This is an optimization exercise on Yosys and OpenROAD, whose aim is small area, not a production implementation.
At most, simulation tests tie the RTL to the original design; equivalence was not proved.

==> inputs of job 5774 <==
==> flow/design.v <==
module weather_box (
	input clk,
	input rst_n,
	output [7:0] led,
	output [9:0] lcd_ram_addr,
	output lcd_ram_en,
	input  [7:0] lcd_ram_data,
	output LCD_RS,
	output LCD_RW,
	output LCD_EN,
	output [7:0] LCD_D
	);
reg r_rst;
reg rst;
reg [15:0] r_t;
wire w_t_low0 = (r_t[14:0] == 15'd0);
wire w_t_zero = w_t_low0 & ~r_t[15];
wire w_t_fb = r_t[15] ^ r_t[13] ^ r_t[12] ^ r_t[10] ^ w_t_low0;
reg r_mode;           
reg [4:0] r_s;        
reg [1:0] r_p;        
reg [7:0] r_data;     
reg r_en;             
localparam P_E = 2'd2;  
localparam P_B = 2'd3;  
localparam P_C = 2'd0;  
localparam P_A = 2'd1;  
wire w_last = (r_s == 5'd31);
wire w_n_long = !r_mode && (r_s == 5'd10 || r_s == 5'd31);          
wire w_n_250  = (!r_mode && r_s == 5'd11) || (r_mode && r_p == P_E);
wire w_n_2000 = r_mode && r_p == P_A && w_last;
wire w_chg = !r_mode ? (r_s == 5'd10 || r_s == 5'd11 || r_s == 5'd30 || r_s == 5'd31)
                     : (r_p == P_E || ((r_p == P_A || r_p == P_C) && w_last));
wire w_end  = w_n_long ? (~r_t[0] & r_t[1] & r_t[2] & r_t[3] & ~r_t[4] & ~r_t[5] & ~r_t[6] & ~r_t[7] & r_t[8] & ~r_t[9] & ~r_t[10] & ~r_t[11] & r_t[12] & r_t[13] & ~r_t[14]) : w_n_250 ? (~r_t[0] & ~r_t[5] & ~r_t[7] & ~r_t[8] & ~r_t[9] & r_t[14]) : w_n_2000 ? (r_t[0] & ~r_t[3] & ~r_t[4] & ~r_t[5] & ~r_t[8] & r_t[9] & r_t[10] & ~r_t[14] & r_t[15]) : r_t[10];
wire w_pre  = w_n_long ? (r_t[0] & r_t[1] & r_t[2] & ~r_t[3] & ~r_t[4] & ~r_t[5] & ~r_t[6] & r_t[7] & ~r_t[8] & ~r_t[9] & ~r_t[10] & r_t[11] & r_t[12] & ~r_t[13] & r_t[14] & r_t[15]) : w_n_250 ? (r_t[0] & r_t[1] & ~r_t[2] & ~r_t[4] & ~r_t[7] & ~r_t[8] & r_t[13]) : w_n_2000 ? (~r_t[0] & ~r_t[2] & ~r_t[3] & ~r_t[4] & r_t[8] & ~r_t[11] & ~r_t[13] & r_t[14] & ~r_t[15]) : r_t[9];
wire w_fall = w_n_long ? (r_t[0] & ~r_t[1] & ~r_t[2] & r_t[3] & r_t[4] & ~r_t[5] & r_t[6] & ~r_t[7] & ~r_t[8] & ~r_t[9] & ~r_t[10] & ~r_t[11] & r_t[12] & ~r_t[13] & r_t[14] & ~r_t[15]) : w_n_250 ? (~r_t[2] & r_t[3] & ~r_t[5] & r_t[6] & ~r_t[13] & r_t[15]) : w_n_2000 ? (~r_t[1] & ~r_t[4] & r_t[5] & ~r_t[11] & r_t[12] & ~r_t[13] & r_t[14] & ~r_t[15]) : r_t[4];
wire w_step = w_end & ~rst;
always @(posedge clk) begin
	r_rst <= rst_n;
	if (!r_rst) begin
		rst <= 1'b1;
		r_t <= 16'h0001;
	end else if (rst && w_t_zero) begin
		rst <= 1'b0;
		r_t <= 16'h0002;
	end else if (w_step) begin
		r_t <= w_chg ? 16'h0001 : 16'h0002;
	end else begin
		r_t <= {r_t[14:0], w_t_fb};
	end
end
always @(posedge clk) begin
	if (rst)
		r_en <= 1'b1;
	else if (w_pre)
		r_en <= 1'b1;
	else if (w_fall)
		r_en <= 1'b0;
end
always @(posedge clk) begin
	if (rst) begin
		r_mode <= 1'b0;
		r_s <= 5'd10;
		r_p <= P_E;
	end else if (w_step) begin
		if (!r_mode) begin
			if (r_s == 5'd31)
				r_mode <= 1'b1;
			r_s <= r_s + 5'd1;
			r_p <= P_E;
		end else begin
			case (r_p)
				P_E: r_p <= P_B;
				P_A: begin r_p <= P_B; r_s <= r_s + 5'd1; end
				P_B: r_p <= P_C;
				default: r_p <= P_A;
			endcase
		end
	end
end
wire [7:0] w_rom =
	({8{r_s == 5'd11}} & 8'h01) |
	({8{r_s == 5'd12}} & 8'h38) |
	({8{r_s == 5'd13}} & 8'h0e) |
	({8{r_s == 5'd14}} & 8'h06) |
	({8{r_s == 5'd15}} & 8'h48) |
	({8{r_s == 5'd16}} & 8'h65) |
	({8{r_s == 5'd17}} & 8'h6c) |
	({8{r_s == 5'd18}} & 8'h6c) |
	({8{r_s == 5'd19}} & 8'h6f) |
	({8{r_s == 5'd20}} & 8'h20) |
	({8{r_s == 5'd21}} & 8'h77) |
	({8{r_s == 5'd22}} & 8'h6f) |
	({8{r_s == 5'd23}} & 8'h72) |
	({8{r_s == 5'd24}} & 8'h6c) |
	({8{r_s == 5'd25}} & 8'h64) |
	({8{r_s == 5'd26}} & 8'h2c) |
	({8{r_s == 5'd27}} & 8'h20) |
	({8{r_s == 5'd28}} & 8'h75) |
	({8{r_s == 5'd29}} & 8'h77) |
	({8{r_s == 5'd30}} & 8'h75);
reg [7:0] w_d;
always @(*) begin
	if (!r_mode)
		w_d = w_rom;
	else begin
		case (r_p)
			P_E: w_d = 8'h01;
			P_B: w_d = 8'h00;
			P_C: w_d = r_data;
			default: w_d = w_last ? 8'h02 : (r_s == 5'd15) ? 8'hc0 : 8'h00;
		endcase
	end
end
always @(posedge clk)
	if (w_step && r_mode && r_p == P_B)
		r_data <= lcd_ram_data;
assign LCD_D = w_d;
assign LCD_RS = r_mode ? (r_p == P_C) : (r_s >= 5'd15 && r_s <= 5'd30);
assign LCD_RW = 1'b0;
assign LCD_EN = r_en;
assign lcd_ram_en = r_mode;
assign lcd_ram_addr = {5'b00000, r_s};
reg [11:0] r_c;       
reg [7:0] r_x;        
reg [2:0] r_y;        
reg r_half;           
reg [7:0] r_v;        
reg [7:0] r_w;        
reg r_win;            
reg r_first;          
wire w_c_low0 = (r_c[10:0] == 11'd0);
wire w_tick = w_c_low0 & ~r_c[11];
wire w_c_one = w_c_low0 & r_c[11];
wire w_c_fb = r_c[11] ^ r_c[5] ^ r_c[3] ^ r_c[0] ^ w_c_low0;
wire [5:0] w_duty = r_x[7:2];
wire w_x_zero = (r_x == 8'd0);
wire w_restart = w_tick && (r_x[1:0] == 2'd0) && !w_x_zero;
always @(posedge clk) begin
	if (rst) begin
		r_x <= 8'd129;
		r_y <= 3'd0;
		r_half <= 1'b0;
		r_first <= 1'b1;
	end else begin
		if (w_tick) begin
			r_x <= w_x_zero ? 8'd131 : r_x - 8'd1;
			r_y <= (r_y == 3'd4) ? 3'd0 : r_y + 3'd1;
		end
		if (w_c_one && r_y == 3'd4)
			r_half <= ~r_half;
		if (w_restart)
			r_first <= 1'b0;
	end
	r_c <= (rst || w_tick) ? 12'hed1 : {r_c[10:0], w_c_fb};
	r_v <= (rst || w_restart || r_v == 8'd0) ? 8'd254 : r_v - 8'd1;
	r_w <= rst ? 8'h02 : {r_w[6:0], r_w[7] ^ r_w[5] ^ r_w[4] ^ r_w[3]};
	r_win <= !rst && (r_w == 8'h17 || (r_win && r_w[7:1] != 7'd0));
end
wire w_low = (r_v[7:5] == 3'd0);
wire w_v5_zero = (r_v[4:0] == 5'd0);
wire w_v_zero = w_low && w_v5_zero;
wire w_hit55 = (r_v == 8'd55);
wire w_hit0 = r_first ? (r_v == 8'd253) : w_hit55;
wire [4:0] w_d5 = w_duty[4:0];
wire [4:0] w_vd = r_v[4:0] - w_d5;
reg [5:0] r_on;
genvar i;
generate
	for (i = 0; i < 6; i = i + 1) begin : g_led
		wire set = w_low && (w_vd == ((32 - 5 * i) % 32));
		always @(posedge clk)
			r_on[i] <= !rst && w_low && !w_v5_zero && (set || r_on[i]);
		wire special = (i == 0) ? (w_d5 == 5'd0) : (w_duty == 5 * i);
		assign led[i] = r_on[i] || (special && ((i == 0) ? w_hit0 : w_hit55));
	end
endgenerate
assign led[6] = 1'b0;
assign led[7] = r_half && r_win;
endmodule
==> flow/flow/run.sh <==
#!/bin/bash
# Layout: the standard flow (standard.sh, which logs each step under
# orfs/logs) with two changes to how the layout is built: the port buffers
# use the smallest buffer (buf_1), and clock tree synthesis uses its own
# buffer list, without dummy loads.
set -euo pipefail
cat >> config.mk <<'CFG'
export BUFFER_PORTS_ARGS = -buffer_cell sky130_fd_sc_hd__buf_1
export CTS_ARGS = -sink_clustering_enable -repair_clock_nets -dont_use_dummy_load -buf_list {sky130_fd_sc_hd__clkbuf_8}
CFG
bash standard.sh > standard.log 2>&1
==> flow/standard.sh <==
#!/bin/bash
# synth_recipe.tcl (not shown) runs the flow's synth.tcl, then flattens the netlist and writes it again
# the make line also repeats each setting of config.mk as NAME=value (left out here)
make -C /OpenROAD-flow-scripts/flow DESIGN_CONFIG=/design/flow/config.mk WORK_HOME=/design/flow/orfs CLKGATE_MAP_FILE= SYNTH_SCRIPT=/design/flow/synth_recipe.tcl "${@:-finish}"
==> flow/config.mk <==
export PLATFORM = sky130hd
export DESIGN_NAME = weather_box
export DESIGN_NICKNAME = weather_box
export VERILOG_FILES = /design/flow/design.v
export SDC_FILE = /design/flow/constraint.sdc
export NUM_CORES = 4
export LEC_CHECK = 0
export CAP_MARGIN = 20
export CORE_MARGIN = 2
export CORE_UTILIZATION = 40
export SLEW_MARGIN = 20
export BUFFER_PORTS_ARGS = -buffer_cell sky130_fd_sc_hd__buf_1
export CTS_ARGS = -sink_clustering_enable -repair_clock_nets -dont_use_dummy_load -buf_list {sky130_fd_sc_hd__clkbuf_8}
==> flow/constraint.sdc <==
create_clock -name core_clock -period 10.0 [get_ports {clk}]
set_input_delay 2.0000 -clock core_clock [delete_from_list [all_inputs] [get_ports {clk}]]
set_output_delay 2.0000 -clock core_clock [all_outputs]
set_load 0.01 [all_outputs]
==> inputs of job 9080, as changes to job 5774 <==
==> flow/design.v, changed modules only <==
module weather_box (
	input clk,
	input rst_n,
	output [7:0] led,
	output [9:0] lcd_ram_addr,
	output lcd_ram_en,
	input  [7:0] lcd_ram_data,
	output LCD_RS,
	output LCD_RW,
	output LCD_EN,
	output [7:0] LCD_D
	);
reg r_rst;
reg rst;
reg [15:0] r_t;
wire w_t_low0 = (r_t[14:0] == 15'd0);
wire w_t_zero = w_t_low0 & ~r_t[15];    
wire w_t_one  = w_t_low0 &  r_t[15];    
wire w_t_fb = r_t[15] ^ r_t[13] ^ r_t[12] ^ r_t[10] ^ w_t_low0;
wire w_step = w_t_zero & ~rst;          
reg r_mode;           
reg [4:0] r_s;        
reg [1:0] r_p;        
reg [7:0] r_data;     
reg r_en;             
localparam P_E = 2'd0;  
localparam P_B = 2'd1;  
localparam P_C = 2'd2;  
localparam P_A = 2'd3;  
wire w_last = (r_s == 5'd31);
reg [15:0] w_load;
always @(*) begin
	if (!r_mode) begin
		case (r_s)
			5'd10:   w_load = 16'h79d6;
			5'd11:   w_load = 16'h2f40;
			5'd30:   w_load = 16'h4ae3;
			5'd31:   w_load = 16'h79d6;
			default: w_load = 16'h5e80;
		endcase
	end else begin
		case (r_p)
			P_E:     w_load = 16'h2f40;
			P_A:     w_load = w_last ? 16'h2f40 : 16'h5e80;
			P_C:     w_load = w_last ? 16'hd30e : 16'h5e80;
			default: w_load = 16'h5e80;
		endcase
	end
end
wire w_n_long = !r_mode && (r_s == 5'd10 || r_s == 5'd31);
wire w_n_250  = (!r_mode && r_s == 5'd11) || (r_mode && r_p == P_E);
wire w_n_2000 = r_mode && r_p == P_A && w_last;
wire w_half_hit = w_n_long ? (r_t[0] & r_t[1] & ~r_t[2] & r_t[3] & ~r_t[4] & ~r_t[5] & r_t[6] & r_t[7] & ~r_t[8] & r_t[9] & ~r_t[10] & r_t[11] & r_t[12] & r_t[13] & r_t[14] & r_t[15]) :
                  w_n_250  ? (r_t[0] & ~r_t[1] & ~r_t[3] & r_t[5] & ~r_t[7] & r_t[10]) :
                  w_n_2000 ? (r_t[0] & ~r_t[1] & r_t[2] & ~r_t[4] & ~r_t[7] & ~r_t[9] & r_t[12] & ~r_t[13] & ~r_t[14]) :
                             (r_t[10] & ~r_t[11]);
always @(posedge clk) begin
	r_rst <= rst_n;
	if (!r_rst) begin
		rst <= 1'b1;
		r_t <= 16'h0001;
	end else if (w_t_zero) begin
		rst <= 1'b0;
		r_t <= rst ? 16'h95c6 : w_load;
	end else begin
		r_t <= {r_t[14:0], w_t_fb};
	end
end
always @(posedge clk) begin
	if (rst)
		r_en <= 1'b1;
	else if (w_t_one)
		r_en <= 1'b1;
	else if (w_half_hit)
		r_en <= 1'b0;
end
always @(posedge clk) begin
	if (rst) begin
		r_mode <= 1'b0;
		r_s <= 5'd10;
		r_p <= P_E;
	end else if (w_step) begin
		if (!r_mode) begin
			if (r_s == 5'd31)
				r_mode <= 1'b1;
			r_s <= r_s + 5'd1;
			r_p <= P_E;
		end else begin
			case (r_p)
				P_E: r_p <= P_B;
				P_A: begin r_p <= P_B; r_s <= r_s + 5'd1; end
				P_B: r_p <= P_C;
				default: r_p <= P_A;
			endcase
		end
	end
end
wire [7:0] w_rom =
	({8{r_s == 5'd11}} & 8'h01) |
	({8{r_s == 5'd12}} & 8'h38) |
	({8{r_s == 5'd13}} & 8'h0e) |
	({8{r_s == 5'd14}} & 8'h06) |
	({8{r_s == 5'd15}} & 8'h48) |
	({8{r_s == 5'd16}} & 8'h65) |
	({8{r_s == 5'd17}} & 8'h6c) |
	({8{r_s == 5'd18}} & 8'h6c) |
	({8{r_s == 5'd19}} & 8'h6f) |
	({8{r_s == 5'd20}} & 8'h20) |
	({8{r_s == 5'd21}} & 8'h77) |
	({8{r_s == 5'd22}} & 8'h6f) |
	({8{r_s == 5'd23}} & 8'h72) |
	({8{r_s == 5'd24}} & 8'h6c) |
	({8{r_s == 5'd25}} & 8'h64) |
	({8{r_s == 5'd26}} & 8'h2c) |
	({8{r_s == 5'd27}} & 8'h20) |
	({8{r_s == 5'd28}} & 8'h75) |
	({8{r_s == 5'd29}} & 8'h77) |
	({8{r_s == 5'd30}} & 8'h75);
reg [7:0] w_d;
always @(*) begin
	if (!r_mode)
		w_d = w_rom;
	else begin
		case (r_p)
			P_E: w_d = 8'h01;
			P_B: w_d = 8'h00;
			P_C: w_d = r_data;
			default: w_d = w_last ? 8'h02 : (r_s == 5'd15) ? 8'hc0 : 8'h00;
		endcase
	end
end
always @(posedge clk)
	if (w_step && r_mode && r_p == P_B)
		r_data <= lcd_ram_data;
assign LCD_D = w_d;
assign LCD_RS = r_mode ? (r_p == P_C) : (r_s >= 5'd15 && r_s <= 5'd30);
assign LCD_RW = 1'b0;
assign LCD_EN = r_en;
assign lcd_ram_en = r_mode;
assign lcd_ram_addr = {5'b00000, r_s};
reg [11:0] r_c;       
reg [7:0] r_x;        
reg [2:0] r_y;        
reg r_half;           
reg [7:0] r_v;        
reg [7:0] r_w;        
reg r_first;          
wire w_c_low0 = (r_c[10:0] == 11'd0);
wire w_tick = w_c_low0 & ~r_c[11];
wire w_c_one = w_c_low0 & r_c[11];
wire w_c_fb = r_c[11] ^ r_c[5] ^ r_c[3] ^ r_c[0] ^ w_c_low0;
wire [5:0] w_duty = r_x[7:2];
wire w_x_zero = (r_x == 8'd0);
wire w_restart = w_tick && (r_x[1:0] == 2'd0) && !w_x_zero;
always @(posedge clk) begin
	if (rst) begin
		r_x <= 8'd129;
		r_y <= 3'd0;
		r_half <= 1'b0;
		r_first <= 1'b1;
	end else begin
		if (w_tick) begin
			r_x <= w_x_zero ? 8'd131 : r_x - 8'd1;
			r_y <= (r_y == 3'd4) ? 3'd0 : r_y + 3'd1;
		end
		if (w_c_one && r_y == 3'd4)
			r_half <= ~r_half;
		if (w_restart)
			r_first <= 1'b0;
	end
	r_c <= (rst || w_tick) ? 12'hed1 : {r_c[10:0], w_c_fb};
	r_v <= (rst || w_restart || r_v == 8'd0) ? 8'd254 : r_v - 8'd1;
	r_w <= (rst || r_w == 8'd0) ? 8'd254 : r_w - 8'd1;
end
wire w_low = (r_v[7:5] == 3'd0);
wire w_v_zero = (r_v == 8'd0);
wire w_hit55 = (r_v == 8'd55);
wire w_hit0 = r_first ? (r_v == 8'd253) : w_hit55;
wire [4:0] w_d5 = w_duty[4:0];
wire [4:0] w_vd = r_v[4:0] - w_d5;
reg [5:0] r_on;
genvar i;
generate
	for (i = 0; i < 6; i = i + 1) begin : g_led
		wire set = w_low && (w_vd == ((32 - 5 * i) % 32));
		always @(posedge clk)
			if (rst || w_v_zero)
				r_on[i] <= 1'b0;
			else if (set)
				r_on[i] <= 1'b1;
		wire special = (i == 0) ? (w_d5 == 5'd0) : (w_duty == 5 * i);
		assign led[i] = r_on[i] || (special && ((i == 0) ? w_hit0 : w_hit55));
	end
endgenerate
assign led[6] = 1'b0;
assign led[7] = r_half && (r_w[7:4] == 4'd0);
endmodule
==> flow/run.sh (new file) <==
#!/bin/bash
# synth_recipe.tcl (not shown) runs the flow's synth.tcl, then flattens the netlist and writes it again
# the make line also repeats each setting of config.mk as NAME=value (left out here)
make -C /OpenROAD-flow-scripts/flow DESIGN_CONFIG=/design/flow/config.mk WORK_HOME=/design/flow/orfs CLKGATE_MAP_FILE= SYNTH_SCRIPT=/design/flow/synth_recipe.tcl finish
- BUFFER_PORTS_ARGS: -buffer_cell sky130_fd_sc_hd__buf_1 -> default
- CTS_ARGS: -sink_clustering_enable -repair_clock_nets -dont_use_dummy_load -buf_list {sky130_fd_sc_hd__clkbuf_8} -> default
- CTS_BUF_LIST: default -> sky130_fd_sc_hd__clkbuf_16
- CTS_CLUSTER_SIZE: default -> 40
removed: flow/flow/run.sh
removed: flow/standard.sh
==> summary of the runs <==
Of job 5774 and job 9080, job 9080 has the higher synthesized area (gap about 4.6%, measured against job 9080).
Of job 5774 and job 9080, job 5774 has the higher sequential cell count (gap 1).
Against job 5774, the cell area of job 9080 is larger by 11%.
In job 9080 the global-route usage is higher than in job 5774, by 1.9 points.
Of job 9080 and job 5774, job 9080 has the higher synthesized cell count (gap about 9%, measured against job 5774).
Between job 5774 and job 9080, the lower sequential share of layout area is in job 9080 (gap 4.1 points).
For job 9080, only the layout was checked, not whether the RTL still works.

-- re-timing with driven ports --
No port has a modelled driver above. Below, the same layouts with a new extraction and two added sets of constraints.
Step 1, drivers: a clkbuf_16 drives clk and a buf_2 each remaining input, both assumed.
Step 2 also shifts input and output timing later by t, the mid clock arrival at the registers, as if the neighbouring blocks saw the same clock.
a / b / c = ideal / step 1 / step 2; a / b = the first two.
run | shift t [ns] | setup slack, ns | worst data-port slew with drivers (ns) | cell pins on the clock port's net
job 5774 | 0.378 | 5.667 / 5.633 / 6.011 | 0.03 | 1
job 9080 | 0.380 | 4.902 / 4.864 / 5.244 | 0.03 | 1
After both steps setup and hold are still met in every run listed.
